Background: an optimization exercise with open tools, aiming at small area, a short achievable clock period and few clock cycles per item. Do not read the settings as production practice.
The RTL was checked by simulation tests, not by an equivalence proof against the original design.
Power and IR drop assume default switching activity.

Setup of old:
## apb_master
module apb_master(
  input pclk,
  input preset,
  input [31:0]paddr,
  input pwrite,
  input [2:0]pprot,
  input [31:0]pwdata,
  input [3:0]pstrb,
  output reg [31:0]prdata,
  output pslverr,
  output reg penable,
  output reg [3:0]psel,
  output reg pready
);
  wire req = |paddr;
  wire [6:0] addr = {paddr[31:30], paddr[4:0]};
  wire [127:0] wl = 128'b1 << addr;
  wire [3:0] be = (pstrb == 4'b0) ? 4'b1111 : pstrb;
  wire [3:0] wen = {4{preset & req & pwrite}} & be;
  reg [31:0] memory [0:127];
  integer i;
  always @(posedge pclk) begin
    for (i = 0; i < 128; i = i + 1) begin
      if (wl[i] & wen[0]) memory[i][7:0]   <= pwdata[7:0];
      if (wl[i] & wen[1]) memory[i][15:8]  <= pwdata[15:8];
      if (wl[i] & wen[2]) memory[i][23:16] <= pwdata[23:16];
      if (wl[i] & wen[3]) memory[i][31:24] <= pwdata[31:24];
    end
  end
  wire [31:0] t1 [0:42];
  rd_aoi3 l1_0(memory[0], memory[1], memory[2], wl[0], wl[1], wl[2], t1[0]);
  rd_aoi3 l1_1(memory[3], memory[4], memory[5], wl[3], wl[4], wl[5], t1[1]);
  ...
Size: about 7,500 cells after synthesis, about 4,100 flip-flops, about 110 I/O pins, roughly 0.15 mm^2 of cells after synthesis.
export LEC_CHECK = 0
export CAP_MARGIN = 20
export CORE_MARGIN = 2
export CORE_UTILIZATION = 75
export CTS_CLUSTER_DIAMETER = 100
export CTS_CLUSTER_SIZE = 30
export PLACE_DENSITY = 0.85
export SETUP_SLACK_MARGIN = 2.0
export SLEW_MARGIN = 20
export SYNTH_HIERARCHICAL = 1
export SYNTH_MINIMUM_KEEP_SIZE = 0
create_clock -name core_clock -period 8.0 [get_ports {pclk}]
standard.sh (not shown) runs the stock make flow with config.mk's settings and CLKGATE_MAP_FILE= SYNTH_SCRIPT=/design/flow/synth_recipe.tcl, a recipe that flattens the netlist after the stock synthesis.
==> flow/flow/run.sh <==
#!/bin/bash
# Layout: the standard flow. Synthesis runs unchanged; the later steps
# buffer the ports with plain buffers (which the resizer can size) and keep
# the resizer off the low-power clock inverters and delay cells
# (flow/dont_use.txt: the platform's own list plus those).
set -euo pipefail
bash standard.sh synth > synth.log 2>&1
du="$(cat flow/dont_use.txt)"
bash standard.sh "BUFFER_PORTS_ARGS=-buffer_cell sky130_fd_sc_hd__buf_4" \
  "DONT_USE_CELLS=$du" finish > layout.log 2>&1
Other scripts of this flow, unchanged in this note and not shown: flow/flow/dont_use.txt
Testbench counts of old, summed over its fixed seeds: cycles 12,000, items 12,000.
diff inputs: old => new
# old
export LEC_CHECK = 0
export CAP_MARGIN = 20
export CORE_MARGIN = 2
export CORE_UTILIZATION = 75
export CTS_CLUSTER_DIAMETER = 100
export CTS_CLUSTER_SIZE = 30
export PLACE_DENSITY = 0.85
export SETUP_SLACK_MARGIN = 2.0
export SLEW_MARGIN = 20
export SYNTH_HIERARCHICAL = 1
export SYNTH_MINIMUM_KEEP_SIZE = 0
create_clock -name core_clock -period 8.0 [get_ports {pclk}]
# new
export LEC_CHECK = 0
export CAP_MARGIN = 20
export CORE_MARGIN = 2
export CORE_UTILIZATION = 70
export CTS_CLUSTER_DIAMETER = 100
export CTS_CLUSTER_SIZE = 30
export PLACE_DENSITY = 0.8
export SETUP_SLACK_MARGIN = 2.0
export SLEW_MARGIN = 20
export SYNTH_HIERARCHICAL = 1
export SYNTH_MINIMUM_KEEP_SIZE = 0
create_clock -name core_clock -period 8.0 [get_ports {pclk}]
==> flow/flow/run.sh <==
#!/bin/bash
# Layout: the standard flow. Synthesis runs unchanged; the later steps
# buffer the ports with plain buffers (which the resizer can size), keep the
# resizer off the low-power clock inverters and delay cells
# (flow/dont_use.txt: the platform's own list plus those), and weight the
# timing-critical nets more in global placement.
set -euo pipefail
bash standard.sh synth > synth.log 2>&1
du="$(cat flow/dont_use.txt)"
bash standard.sh "BUFFER_PORTS_ARGS=-buffer_cell sky130_fd_sc_hd__buf_4" \
  "DONT_USE_CELLS=$du" \
  "GLOBAL_PLACEMENT_ARGS=-timing_driven_net_weight_max 5 -timing_driven_nets_percentage 30" \
  finish > layout.log 2>&1
Findings:
Taking old as the reference, in new final clock period utilization by the worst path increased 1.3 points, met2 capacity usage during global routing decreased 5.1 points, setup slack after placement increased 96 ps, non-clock buffer count decreased 36, final weighted congestion of routability-driven global placement decreased about 3.3%.
Share of power burned in the clock network essentially unchanged between new and old.
Compared to old, new has detailed-route wire length 12,000 um lower.
[compare] base=old new=new: power comparable; worst hold slack across all endpoints shrank by 43 ps.

static timing again, ports no longer ideal:
The flow's constraints put no driver on any port. The routed layouts listed below were extracted and timed again, unchanged, in two steps.
Step 1, drivers: a clkbuf_16 drives pclk and a buf_2 each remaining input, both assumed.
Step 2, shift: input delay + t, output delay - t, t = (earliest + latest rising clock arrival at the registers) / 2. This alone moves slack from input paths to output paths.
Three values: ideal ports, drivers, drivers and shift; two values: the first two.
run	t, ns	setup slack, ns	worst register clock-pin slew, ns
old	0.951	1.722 / 1.618 / 1.618	0.12 / 0.12
new	0.976	1.620 / 1.540 / 1.540	0.12 / 0.12
After both steps every run listed still meets setup and hold. For old, which loses most, drivers alone change the setup slack by -0.104 ns; drivers and shift together by -0.104 ns.
